Background: an optimization exercise with open tools, aiming at small area. Do not read the settings as production practice.
At most, simulation tests tie the RTL to the original design; equivalence was not proved.
The clock port is modelled as an ideal driver, which makes a skipped or thinned clock tree look cheaper than it is; a real chip needs a root buffer or a tree.
Power and IR drop assume default switching activity.

Setup of rev 12:
==> flow/design.v <==
module digit_units(s, wrap, seg, n, is9);
input [3:0] s;
input wrap;
output [6:0] seg;
output [3:0] n;
output is9;
localparam [111:0] SEG  = 112'h50555443f2e0f0c00c000300e04;
localparam [63:0]  NEXT = 64'h55500fec0505ff00;
localparam [15:0]  IS9  = 16'ha;
genvar i;
generate
  for (i = 0; i < 7; i = i + 1) begin : g
    assign seg[i] = SEG[16*i + s];
  end
endgenerate
assign n[0] = NEXT[0 + s];
assign n[1] = NEXT[16 + s] | wrap;
assign n[2] = NEXT[32 + s];
assign n[3] = NEXT[48 + s];
assign is9 = IS9[s];
endmodule
module digit_upper(s, cin, seg, n, cout);
input [3:0] s;
input cin;
output [6:0] seg;
output [3:0] n;
output cout;
localparam [111:0] SEG = 112'hb333a0fafa00f00300000c0070;
localparam [63:0]  TOG = 64'ha0b0c7f5aa00ffff;
localparam [15:0]  IS9 = 16'h8800;
genvar i;
generate
  for (i = 0; i < 7; i = i + 1) begin : g
    assign seg[i] = SEG[16*i + s];
  end
  for (i = 0; i < 4; i = i + 1) begin : t
    assign n[i] = s[i] ^ (cin & TOG[16*i + s]);
  end
endgenerate
assign cout = cin & IS9[s];
endmodule
module detection_counter_keeper(in_reset, in_count_increment,
displ0, displ1, displ2, displ3, displ4, displ5);
input in_reset, in_count_increment;
output wire [7:0] displ0, displ1, displ2, displ3, displ4, displ5;
reg [3:0] dig1, dig2, dig3, dig4, dig5, dig6;
wire [3:0] n1, n2, n3, n4, n5, n6;
wire c2, c3, c4, c5, c6, wrap;
always @(posedge in_count_increment or posedge in_reset) begin
    if (in_reset) begin
        dig1 <= 4'd0; dig2 <= 4'd0; dig3 <= 4'd0;
        dig4 <= 4'd0; dig5 <= 4'd0; dig6 <= 4'd0;
    end
    else begin
        dig1 <= n1; dig2 <= n2; dig3 <= n3;
        dig4 <= n4; dig5 <= n5; dig6 <= n6;
    end
end
digit_units d1(.s(dig1), .wrap(wrap), .seg(displ0[6:0]), .n(n1), .is9(c2));
digit_upper d2(.s(dig2), .cin(c2), .seg(displ1[6:0]), .n(n2), .cout(c3));
digit_upper d3(.s(dig3), .cin(c3), .seg(displ2[6:0]), .n(n3), .cout(c4));
digit_upper d4(.s(dig4), .cin(c4), .seg(displ3[6:0]), .n(n4), .cout(c5));
digit_upper d5(.s(dig5), .cin(c5), .seg(displ4[6:0]), .n(n5), .cout(c6));
digit_upper d6(.s(dig6), .cin(c6), .seg(displ5[6:0]), .n(n6), .cout(wrap));
assign displ0[7] = 1'b1;
assign displ1[7] = 1'b1;
assign displ2[7] = 1'b1;
assign displ3[7] = 1'b1;
assign displ4[7] = 1'b1;
assign displ5[7] = 1'b1;
endmodule
==> flow/config.mk <==
export PLATFORM = sky130hd
export DESIGN_NAME = detection_counter_keeper
export DESIGN_NICKNAME = detection_counter_keeper
export VERILOG_FILES = /design/flow/design.v
export SDC_FILE = /design/flow/constraint.sdc
export NUM_CORES = 4
export LEC_CHECK = 0
export ABC_AREA = 1
export CAP_MARGIN = 20
export CORE_AREA = 3 3 72 72
export DIE_AREA = 0 0 75 75
export SLEW_MARGIN = 20
export SYNTH_HIERARCHICAL = 1
export SYNTH_MINIMUM_KEEP_SIZE = 0
==> flow/constraint.sdc <==
create_clock -name core_clock -period 50.0 [get_ports {in_count_increment}]
set_input_delay 10.0000 -clock core_clock [delete_from_list [all_inputs] [get_ports {in_count_increment}]]
set_output_delay 10.0000 -clock core_clock [all_outputs]
set_load 0.01 [all_outputs]
standard.sh (not shown) runs the stock make flow with config.mk's settings and CLKGATE_MAP_FILE= SYNTH_SCRIPT=/design/flow/synth_recipe.tcl, a recipe that flattens the netlist after the stock synthesis.
==> flow/flow/run.sh <==
#!/bin/bash
# Own layout flow: the standard ORFS flow with three changes:
#  - synthesis: Yosys's half/full adder extraction is skipped and ABC maps for
#    area (deepsyn, then amap) without buffering or upsizing (flow/abc_area_plain.script);
#  - port buffering uses the smallest buffer (buf_1) instead of the default;
#  - CTS does not insert dummy loads.
# Each tool's output goes to its own log in this folder (and ORFS's logs).
set -euo pipefail
W=$(pwd)
F=$W/flow
export MY_ABC_SCRIPT=$F/abc_area_plain.script
export BUFFER_PORTS_ARGS="-buffer_cell sky130_fd_sc_hd__buf_1"
export CTS_ARGS="-sink_clustering_enable -dont_use_dummy_load -buf_list sky130_fd_sc_hd__clkbuf_16 -root_buf sky130_fd_sc_hd__clkbuf_16 -repair_clock_nets"
export POST_CTS_TCL=$F/post_cts.tcl
export SKIP_REPAIR_TIE_FANOUT=1
export SYNTH_INSBUF=0
make -C "$FLOW_HOME" DESIGN_CONFIG=$W/config.mk WORK_HOME=$W/orfs CLKGATE_MAP_FILE= \
  SYNTH_SCRIPT=$F/synth.tcl synth > $W/make_synth.log 2>&1
make -C "$FLOW_HOME" DESIGN_CONFIG=$W/config.mk WORK_HOME=$W/orfs CLKGATE_MAP_FILE= \
  SYNTH_SCRIPT=$F/synth.tcl finish > $W/make_finish.log 2>&1
R=$W/orfs/results/$FLOW_PLATFORM/detection_counter_keeper/base
: # left out here: write the final layout as DEF
Other scripts of this flow, unchanged in this note and not shown: flow/flow/abc_area_plain.script, flow/flow/post_cts.tcl, flow/flow/synth.tcl
Rev 12 completed every stage of the flow, and the final layout passed the timing, design-rule and antenna checks.
Setup changes, rev 12 to rev 13
diff --git a/flow/design.v b/flow/design.v
--- a/flow/design.v
+++ b/flow/design.v
@@ -4,7 +4,7 @@
 output [6:0] seg;
 output [3:0] n;
 output is9;
-localparam [111:0] SEG  = 112'h50555443f2e0f0c00c000300e04;
+localparam [111:0] SEG  = 112'h50555443f2e0f0c00c000300e0c;
 localparam [63:0]  NEXT = 64'h55500fec0505ff00;
 localparam [15:0]  IS9  = 16'ha;
 genvar i;
@@ -25,8 +25,8 @@
 output [6:0] seg;
 output [3:0] n;
 output cout;
-localparam [111:0] SEG = 112'hb333a0fafa00f00300000c0070;
-localparam [63:0]  TOG = 64'ha0b0c7f5aa00ffff;
+localparam [111:0] SEG = 112'hb333a0eaea00f01010000c0070;
+localparam [63:0]  TOG = 64'ha0a0c7c7aa00ffff;
 localparam [15:0]  IS9 = 16'h8800;
 genvar i;
 generate
[summary]
- Compared with rev 12, rev 13 shows a higher global-route wire length before repair.
- The area added between synthesis and finish on rev 12 is in line with that on rev 13.
- Delta (rev 13 minus rev 12): global router's overall resource usage up 0.35 points, routed wire length picked up an extra about 6%, via count went up by about 0.8%.
- [compare] base=rev 12 new=rev 13: highest ir drop seen on vdd went down about 2%, worst-case register-to-register setup slack now sits higher.
- No stage failed in rev 13, and the final checks on the layout all came back clean.
- In the flow results for rev 12 and rev 13, the portion of total power attributed to the clock network is smaller on rev 12.
- Final critical-path required period: rev 12 and rev 13 compared, lower one is rev 13
- The lower total chip power of rev 12 and rev 13 is in rev 12.
No functional check of the RTL was part of rev 12. No run of this note takes its clock network from TritonCTS; it comes from the design's own scripts or RTL.

static timing again, ports no longer ideal:
The results above use ideal ports. As a check the final layouts listed here were re-extracted and re-timed, cells and wires unchanged.
Step 1 assumes that a clkbuf_16 drives the clock port and a buf_2 every other input.
Step 2, shift: input delay + t, output delay - t, t = (earliest + latest rising clock arrival at the registers) / 2. This alone moves slack from input paths to output paths.
a / b / c = ideal ports / drivers / drivers and shift; a / b = the first two.
| run | t, ns | setup WS [ns] | cell pins on the clock port's net |
|---|---|---|---|
| rev 12 | 0.182 | 38.659 / 38.630 / 38.812 | 1 |
| rev 13 | 0.185 | 38.690 / 38.661 / 38.846 | 1 |
After both steps every run listed still meets setup and hold.
